Background: an optimization exercise with open tools, aiming at small area and a short achievable clock period. Do not read the settings as production practice.
At most, simulation tests tie the RTL to the original design; equivalence was not proved.

==> inputs of 04-28 <==
==> flow/design.v (excerpt) <==
module RGBtoGray (r, g, b, valid_in, clk, rst, grayout, valid_out);
clock: 12.0 ns
lec_check: 0
abc_area: 1
cap_margin: 20
core_margin: 2
core_utilization: 40
place_density: 0.6
slew_margin: 20
standard.sh (not shown) runs the stock make flow with config.mk's settings and CLKGATE_MAP_FILE= SYNTH_SCRIPT=/design/flow/synth_recipe.tcl, a recipe that flattens the netlist after the stock synthesis.
==> flow/flow/run.sh <==
#!/bin/bash
set -euo pipefail
bash standard.sh SETUP_SLACK_MARGIN=7.5 finish > standard_flow.log 2>&1
==> 06-10: changes against 04-28 <==
--- a/flow/design.v
+++ b/flow/design.v
@@ -2099,16 +2099,22 @@
   wire [24:0] haB, hbB; wire clB;
   mul_B umB(.f(b_q1[22:0]), .ha(haB), .hb(hbB), .cl(clB));
   wire [0:0] hB = (b_q1[22:0] >= 23'd809428);
   wire [7:0] eB = b_q1[30:23] + 8'd252 + {7'd0, hB};
   wire [0:0] sB = b_q1[31];
   wire [0:0] ziB = (b_q1[30:23] == 8'd0);
   wire [0:0] zR = ziR | (eR == 8'd0);
   wire [0:0] zG = ziG | (eG == 8'd0);
+  wire [7:0] a1_dxy, a1_dyx; wire a1_cxy, a1_cyx;
+  add8 a1_usxy(.a(eG), .b(~eR), .ci(1'b1), .s(a1_dxy), .co(a1_cxy));
+  add8 a1_usyx(.a(eR), .b(~eG), .ci(1'b1), .s(a1_dyx), .co(a1_cyx));
+  wire [0:0] a1_exlt = ~a1_cxy;
+  wire [0:0] a1_eq = a1_cxy & a1_cyx;
+  wire [7:0] a1_d = ~a1_cxy ? a1_dyx : a1_dxy;
   wire [0:0] zB = ziB | (eB == 8'd0);
   reg [24:0] haR_q2;
   always @(posedge clk) haR_q2 <= haR;
   reg [24:0] hbR_q2;
   always @(posedge clk) hbR_q2 <= hbR;
   reg [0:0] clR_q2;
   always @(posedge clk) clR_q2 <= clR;
   reg [0:0] hR_q2;
@@ -2144,22 +2150,22 @@
   reg [0:0] ziB_q2;
   always @(posedge clk) ziB_q2 <= ziB;
   reg [0:0] zR_q2;
   always @(posedge clk) zR_q2 <= zR;
   reg [0:0] zG_q2;
   always @(posedge clk) zG_q2 <= zG;
   reg [0:0] zB_q2;
   always @(posedge clk) zB_q2 <= zB;
-  wire [7:0] a1_dxy, a1_dyx; wire a1_cxy, a1_cyx;
-  add8 a1_usxy(.a(eG_q2), .b(~eR_q2), .ci(1'b1), .s(a1_dxy), .co(a1_cxy));
-  add8 a1_usyx(.a(eR_q2), .b(~eG_q2), .ci(1'b1), .s(a1_dyx), .co(a1_cyx));
-  wire [0:0] a1_exlt = ~a1_cxy;
-  wire [0:0] a1_eq = a1_cxy & a1_cyx;
-  wire [7:0] a1_d = ~a1_cxy ? a1_dyx : a1_dxy;
+  reg [7:0] a1_d_q2;
+  always @(posedge clk) a1_d_q2 <= a1_d;
+  reg [0:0] a1_exlt_q2;
+  always @(posedge clk) a1_exlt_q2 <= a1_exlt;
+  reg [0:0] a1_eq_q2;
+  always @(posedge clk) a1_eq_q2 <= a1_eq;
   wire [24:0] pR; wire pcR;
   add25 uadR(.a(haR_q2), .b(hbR_q2), .ci(clR_q2), .s(pR), .co(pcR));
   wire [22:0] fR = hR_q2 ? pR[23:1] : pR[22:0];
   wire [24:0] pG; wire pcG;
   add25 uadG(.a(haG_q2), .b(hbG_q2), .ci(clG_q2), .s(pG), .co(pcG));
   wire [22:0] fG = hG_q2 ? pG[23:1] : pG[22:0];
   wire [24:0] pB; wire pcB;
   add25 uadB(.a(haB_q2), .b(hbB_q2), .ci(clB_q2), .s(pB), .co(pcB));
@@ -2187,21 +2193,21 @@
   always @(posedge clk) sB2_q3 <= sB2;
   reg [7:0] eB2_q3;
   always @(posedge clk) eB2_q3 <= eB2;
   reg [22:0] fB2_q3;
   always @(posedge clk) fB2_q3 <= fB2;
   reg [0:0] zB_q3;
   always @(posedge clk) zB_q3 <= zB_q2;
   reg [7:0] a1_d_q3;
-  always @(posedge clk) a1_d_q3 <= a1_d;
+  always @(posedge clk) a1_d_q3 <= a1_d_q2;
   reg [0:0] a1_exlt_q3;
-  always @(posedge clk) a1_exlt_q3 <= a1_exlt;
+  always @(posedge clk) a1_exlt_q3 <= a1_exlt_q2;
   reg [0:0] a1_eq_q3;
-  always @(posedge clk) a1_eq_q3 <= a1_eq;
+  always @(posedge clk) a1_eq_q3 <= a1_eq_q2;
   wire [0:0] a1_sely = ~zR_q3 & (zG_q3 | a1_exlt_q3);
   wire [7:0] a1_el = a1_sely ? eR_q3 : eG_q3;
   wire [22:0] a1_flE = a1_sely ? fR_q3 : fG_q3;
   wire [22:0] a1_fsE = a1_sely ? fG_q3 : fR_q3;
   wire [0:0] a1_nz = ~zG_q3 & ~zR_q3;
   wire [0:0] a1_zxy = zG_q3 & zR_q3;
   wire a1_fxge;
   a1_ct23 a1_ucmp(.a(fG_q3), .b(~fR_q3), .ci(1'b1), .co(a1_fxge));
@@ -2408,15 +2414,13 @@
   reg [0:0] a2_nz_q10;
   always @(posedge clk) a2_nz_q10 <= a2_nz_q9;
   wire [7:0] a2_eadd; wire a2_eco;
   add8 a2_uexp(.a(a2_el_q10), .b(a2_lzn_q10), .ci(1'b1), .s(a2_eadd), .co(a2_eco));
   wire [7:0] a2_eo = a2_mz_q10 ? 8'd0 : a2_eadd;
   wire [0:0] a2_so = a2_mz_q10 ? 1'b0 : a2_sl_q10;
   wire [22:0] a2_fo2 = a2_fo_q10;
   wire [31:0] gout = {a2_so, a2_eo, a2_fo2};
-  reg [31:0] gout_q11;
-  always @(posedge clk) gout_q11 <= gout;
-  assign grayout = gout_q11;
-  reg [10:0] vp;
-  always @(posedge clk) vp <= rst ? 11'd0 : {vp[9:0], valid_in};
-  assign valid_out = vp[10];
+  assign grayout = gout;
+  reg [9:0] vp;
+  always @(posedge clk) vp <= rst ? 10'd0 : {vp[8:0], valid_in};
+  assign valid_out = vp[9];
 endmodule
==> flow/flow/run.sh (replaced) <==
#!/bin/bash
set -euo pipefail
bash standard.sh SETUP_SLACK_MARGIN=7 finish > standard_flow.log 2>&1
==> qor summary <==
Worst Path Max Fanout: 04-28 7; 06-10 2
Minimum clock period: 04-28 4200 ps; 06-10 4860 ps
Crit Reg-Reg Startpoint: 04-28 b_q1[19]$_DFF_P_; 06-10 g_q1[3]$_DFF_P_
DIE WIDTH: 04-28 347 um; 06-10 346 um
Starting density of the core: 04-28 40.4%; 06-10 40.3%
Wire length of the first global-routing pass: 04-28 168 mm; 06-10 168 mm
Synth Cell Area: 04-28 47100 um2; 06-10 46800 um2
Startpoint of the worst hold path: 04-28 fB2_q4[3]$_DFF_P_; 06-10 a2_el_q9[2]$_DFF_P_
Capturing element type of the critical path: 04-28 flop; 06-10 output pin
Cell count after synthesis: 04-28 5065; 06-10 5114
Count of inverters other than clock inverters in the layout: 04-28 893; 06-10 914
Worst path max stage delay: 04-28 570 ps; 06-10 390 ps
Register-to-register setup slack: 04-28 7800 ps; 06-10 7460 ps
Rel. slew slack: 04-28 28.3%; 06-10 34.5%
Share of final layout cell area taken by non-clock buffers: 04-28 2.68%; 06-10 2.74%
Post-synthesis cell type count: 04-28 59; 06-10 60
Result of the run: 04-28 no timing/DRC/antenna violations; 06-10 no timing/DRC/antenna violations
CP startpoint: 04-28 b_q1[19]$_DFF_P_; 06-10 a2_el_q10[0]$_DFF_P_
FMAX: 04-28 0.238 GHz; 06-10 0.206 GHz
Count of nets after finishing: 04-28 6112; 06-10 6154
Clock latency at the later pin of the worst-skew pair: 04-28 710 ps; 06-10 690 ps
Number of clock sinks: 04-28 862; 06-10 839
DP Area: 04-28 49800 um2; 06-10 49500 um2
Post-CTS sizing: 04-28 0; 06-10 13
The RTL of 06-10 was laid out without a check of its function.

==> pepper <==
Another version of the RTL of RGBtoGray (not shown whole).
Settings: LEC_CHECK=0, ABC_AREA=1, CAP_MARGIN=20, CORE_MARGIN=2, CORE_UTILIZATION=40, PLACE_DENSITY=0.6, SLEW_MARGIN=20; clock period 12.0 ns.
run.sh (not shown) runs the stock make flow with config.mk's settings and CLKGATE_MAP_FILE= SYNTH_SCRIPT=/design/flow/synth_recipe.tcl, a recipe that flattens the netlist after the stock synthesis.
Stock flow here: none of the scripts above is used.
==> inputs of maple, as changes to pepper <==
==> flow/flow/run.sh (new file) <==
#!/bin/bash
set -euo pipefail
bash standard.sh SETUP_SLACK_MARGIN=7.5 finish > standard_flow.log 2>&1
==> flow/standard.sh (new file) <==
#!/bin/bash
# synth_recipe.tcl (not shown) runs the flow's synth.tcl, then flattens the netlist and writes it again
# the make line also repeats each setting of config.mk as NAME=value (left out here)
make -C /OpenROAD-flow-scripts/flow DESIGN_CONFIG=/design/flow/config.mk WORK_HOME=/design/flow/orfs CLKGATE_MAP_FILE= SYNTH_SCRIPT=/design/flow/synth_recipe.tcl "${@:-finish}"
removed: flow/run.sh
==> summary.txt <==
|  | pepper | maple |
|---|---|---|
| DR vias | 31400 | 32700 |
| Worst path buffer plus inverter count | 6 | 7 |
| Crit path time final | 5.69 ns | 4.92 ns |
| Proportion of layout cells with a drive suffix above 1 | 4.65% | 13.1% |
| Slack of the worst reg-to-reg path | 6.31 ns | 7.08 ns |
| GR Layer Usage met2 | 29.9% | 31.3% |
| Destination of the worst register-to-register timing path | a1_fo_q5[14] | a2_fo_q8[6] |
| Number of violations reported at the end of detailed-routing iteration 0 | 1626 | 1894 |
| Final Util | 45.4% | 48.4% |
| Post-CTS Repair Setup Buffers | 0 | 91 |
| Period utilisation layout | 47.4% | 41.0% |
| NumNets Final | 6075 | 6249 |
| Detailed Place HPWL | 82.3 mm | 82.0 mm |
| Result of the run | no timing/DRC/antenna violations | no timing/DRC/antenna violations |
| Achievable frequency | 176 MHz | 203 MHz |
| Signal buffers share of area | 2.80% | 5.67% |
| Share of cell area taken by flip-flops and latches | 30.1% | 28.4% |
| Area Growth Syn to Fin | 12.6% | 20.1% |
| Inverters, non-clock | 911 | 914 |
| Via density | 4.68 | 4.76 |
| Global router's overall resource usage | 18.2% | 18.8% |
| Worst slack at placement | 6.34 ns | 6.31 ns |
| Slack of the critical path | 6.31 ns | 7.08 ns |
| Wire length on met1 | 48.6 mm | 49.5 mm |
No run of this note included a check of the RTL's function; only the layout flow was run.

-- static timing again, ports no longer ideal --
Ports are ideal in the flow. The routed layouts listed here were re-timed in OpenROAD. Step 1 sets driving cells, clkbuf_16 on the clock port and buf_2 on the other inputs (assumed; they add their load-dependent delay and slew). Step 2 adds t to the input delays and takes it off the output delays; t is the mean of the earliest and latest rising clock arrival at the registers after step 1. Input paths then give back, and output paths get back, about the clock's delay inside the block. a / b / c = ideal ports / drivers / drivers and shift; a / b = the first two.
run	shift t [ns]	slack for setup (ns)	worst hold slack (ns)	worst data-port slew with drivers (ns)
04-28	0.742	7.798 / 7.798 / 7.798	0.275 / 0.275 / 0.275	0.07
06-10	0.716	7.138 / 7.073 / 7.464	0.312 / 0.312 / 0.312	0.05
pepper	0.703	6.314 / 6.314 / 6.314	0.309 / 0.309 / 0.309	0.06
maple	0.726	7.078 / 7.078 / 7.078	0.308 / 0.308 / 0.308	0.05
After both steps every run listed still meets setup and hold.
